From an optimization exercise on the open Yosys and OpenROAD flow, aimed at small area, a short achievable clock period and few clock cycles per item; shortcuts taken in it are not production practice.
Only simulation tests tie the RTL to the original design; equivalence was not proved.

R:
## fm_3d_ru_span_setup
module fm_3d_ru_span_setup (
    clk_core,
    rst_x,
    i_valid,
    i_aa_mode,
    i_x_l,
    i_y_l,
    i_z_l,
    i_iw_l,
    i_param00_l,
    i_param01_l,
    i_param02_l,
    i_param03_l,
    i_param10_l,
    i_param11_l,
    i_param12_l,
    i_param13_l,
    i_x_r,
    i_y_r,
    i_z_r,
    i_iw_r,
    i_param00_r,
    i_param01_r,
    i_param02_r,
    i_param03_r,
    i_param10_r,
    i_param11_r,
    i_param12_r,
    i_param13_r,
    o_ack,
    i_param0_en,
    i_param1_en,
    i_param0_size,
    i_param1_size,
    o_idle,
    o_valid,
    o_aa_mode,
    o_kind,
    o_initial_val,
    o_step_val,
    o_delta_a,
    o_y,
    o_end_flag,
    o_end_x,
    i_busy
);
    input         clk_core;
    input         rst_x;
    input         i_valid;
    input         i_aa_mode;
    input  [20:0] i_x_l;
    input  [8:0]  i_y_l;
    input  [20:0] i_z_l;
    input  [20:0] i_iw_l;
    input  [20:0] i_param00_l;
    input  [20:0] i_param01_l;
    input  [20:0] i_param02_l;
    input  [20:0] i_param03_l;
    input  [20:0] i_param10_l;
    input  [20:0] i_param11_l;
    input  [20:0] i_param12_l;
    input  [20:0] i_param13_l;
    input  [20:0] i_x_r;
    input  [8:0]  i_y_r;
    input  [20:0] i_z_r;
    input  [20:0] i_iw_r;
    input  [20:0] i_param00_r;
    input  [20:0] i_param01_r;
    input  [20:0] i_param02_r;
    input  [20:0] i_param03_r;
    input  [20:0] i_param10_r;
    input  [20:0] i_param11_r;
    input  [20:0] i_param12_r;
    input  [20:0] i_param13_r;
    output        o_ack;
    input         i_param0_en;
    input         i_param1_en;
    input  [1:0]  i_param0_size;
    input  [1:0]  i_param1_size;
    output        o_idle;
    output        o_valid;
    output        o_aa_mode;
    output [3:0]  o_kind;
    output [21:0] o_initial_val;
    output [21:0] o_step_val;
    output [21:0] o_delta_a;
    output [8:0]  o_y;
    output        o_end_flag;
    output [20:0] o_end_x;
    input         i_busy;
    reg    [3:0]  r_idx;
    reg           r_last;       
    reg           r_p0en, r_p1en;
    reg    [1:0]  r_p0s, r_p1s;
    reg           r_pres;       
    reg    [30:0] r_ctx0, r_ctx1;
    reg           r_wp, r_rp;
    reg    [1:0]  r_cnt;
    wire          w_en;         
    wire          w_first = (r_idx == 4'd0);
    wire          w_pop;
  ...
Settings: LEC_CHECK=0, ABC_AREA=1, CAP_MARGIN=20, CORE_MARGIN=2, CORE_UTILIZATION=55, CTS_BUF_LIST=sky130_fd_sc_hd__clkbuf_4 sky130_fd_sc_hd__clkbuf_8, PLACE_DENSITY=0.65, SETUP_SLACK_MARGIN=5, SLEW_MARGIN=20; clock period 10.0 ns.
standard.sh (not shown) runs the stock make flow with config.mk's settings and CLKGATE_MAP_FILE= SYNTH_SCRIPT=/design/flow/synth_recipe.tcl, a recipe that flattens the netlist after the stock synthesis.
==> flow/flow/run.sh <==
#!/bin/bash
# The standard layout (the standard.sh: ORFS synthesis to final layout)
# with these changes to how it is built:
#  - after the standard synthesis, fapol.py flips the polarity of full
#    adders in the synthesized netlist where that removes inverters
#    (a full adder is self-dual); registers and their names are untouched;
#  - the port buffers that placement inserts are the smallest buffer cell
#    instead of ORFS's default choice (the resizer still upsizes them where
#    timing needs it);
#  - clock tree synthesis runs with ORFS's usual arguments and buffer list
#    but without dummy loads, with at most 16 sinks within 90 um per
#    leaf cluster and clkbuf_16 also allowed, so fewer leaf buffers.
# Each tool's output goes to a log file here: flow_synth.log,
# flow_fapol.log and flow_make.log; ORFS keeps each step's own log under
# orfs/logs/.
set -euo pipefail
ARGS=(
  BUFFER_PORTS_ARGS="-buffer_cell sky130_fd_sc_hd__buf_1"
  CTS_ARGS="-sink_clustering_enable -repair_clock_nets -dont_use_dummy_load -sink_clustering_size 16 -sink_clustering_max_diameter 90 -buf_list {sky130_fd_sc_hd__clkbuf_4 sky130_fd_sc_hd__clkbuf_8 sky130_fd_sc_hd__clkbuf_16}"
)
RES=orfs/results/${FLOW_PLATFORM:-sky130hd}/fm_3d_ru_span_setup/base
bash standard.sh "${ARGS[@]}" synth > flow_synth.log 2>&1
python3 flow/fapol.py $RES/1_2_yosys.v > flow_fapol.log 2>&1
rm -f $RES/1_synth.odb $RES/1_synth.sdc
bash standard.sh "${ARGS[@]}" finish > flow_make.log 2>&1
Other scripts of this flow, unchanged in this note and not shown: flow/flow/fapol.py
Testbench counts of R, summed over its fixed seeds: cycles 37,798, spans 4,800.
What Q does differently from R at the input level:
# R
export LEC_CHECK = 0
export ABC_AREA = 1
export CAP_MARGIN = 20
export CORE_MARGIN = 2
export CORE_UTILIZATION = 55
export CTS_BUF_LIST = sky130_fd_sc_hd__clkbuf_4 sky130_fd_sc_hd__clkbuf_8
export PLACE_DENSITY = 0.65
export SETUP_SLACK_MARGIN = 5
export SLEW_MARGIN = 20
create_clock -name core_clock -period 10.0 [get_ports {clk_core}]
# Q
export LEC_CHECK = 0
export ABC_AREA = 1
export CAP_MARGIN = 20
export CORE_MARGIN = 2
export CORE_UTILIZATION = 55
export CTS_BUF_LIST = sky130_fd_sc_hd__clkbuf_4 sky130_fd_sc_hd__clkbuf_8
export PLACE_DENSITY = 0.65
export SETUP_SLACK_MARGIN = 4.8
export SLEW_MARGIN = 20
create_clock -name core_clock -period 10.0 [get_ports {clk_core}]
==> flow/flow/run.sh <==
#!/bin/bash
# The standard layout (the standard.sh: ORFS synthesis to final layout)
# with these changes to how it is built:
#  - after the standard synthesis, fapol.py flips the polarity of full
#    adders in the synthesized netlist where that removes inverters
#    (a full adder is self-dual); registers and their names are untouched;
#  - the port buffers that placement inserts are the smallest buffer cell
#    instead of ORFS's default choice (the resizer still upsizes them where
#    timing needs it);
#  - clock tree synthesis runs with ORFS's usual arguments and buffer list
#    but without dummy loads.
# Each tool's output goes to a log file here: flow_synth.log,
# flow_fapol.log and flow_make.log; ORFS keeps each step's own log under
# orfs/logs/.
set -euo pipefail
ARGS=(
  BUFFER_PORTS_ARGS="-buffer_cell sky130_fd_sc_hd__buf_1"
  CTS_ARGS="-sink_clustering_enable -repair_clock_nets -dont_use_dummy_load -buf_list {sky130_fd_sc_hd__clkbuf_4 sky130_fd_sc_hd__clkbuf_8}"
)
RES=orfs/results/${FLOW_PLATFORM:-sky130hd}/fm_3d_ru_span_setup/base
bash standard.sh "${ARGS[@]}" synth > flow_synth.log 2>&1
python3 flow/fapol.py $RES/1_2_yosys.v > flow_fapol.log 2>&1
rm -f $RES/1_synth.odb $RES/1_synth.sdc
bash standard.sh "${ARGS[@]}" finish > flow_make.log 2>&1
==> comparison <==
Looking at the reports, Q completed the entire flow and the layout it produced met the timing, DRC and antenna checks. The area of the die of R and that of Q are within noise of each other. R and Q ended up with nearly the same global-route usage over all layers. Summary of Q over R: worst setup margin dropped 0.11 ns, worst path required time -2.35 ns, post-synthesis to final-layout area growth increased by 0.24 points relative to the old numbers. Compared with R, Q shows a worst hold slack that is 0.014 ns lower.

## separate check: timing with driven ports
In the flow no input, the clock included, has a driving cell. The finished layouts below were timed again as built, in two steps. Step 1 sets driving cells, clkbuf_16 on the clock port and buf_2 on the other inputs (assumed; they add their load-dependent delay and slew). Step 2 moves the port delays by t, midway between the first and last clock arrival at a register: inputs arrive t later, outputs are due t later. That takes back most of the time a late clock gives input paths. Slacks: ideal ports / drivers / drivers and shift; pairs: ideal ports / drivers.
| run | t (ns) | setup WS [ns] | worst slew at a driven data input, ns |
|---|---|---|---|
| R | 0.639 | 5.038 / 5.038 / 4.910 | 0.29 |
| Q | 0.745 | 4.923 / 4.887 / 4.356 | 0.26 |
After both steps setup and hold are still met in every run listed. For Q, which loses most, drivers alone change the setup slack by -0.036 ns; drivers and shift together by -0.567 ns.
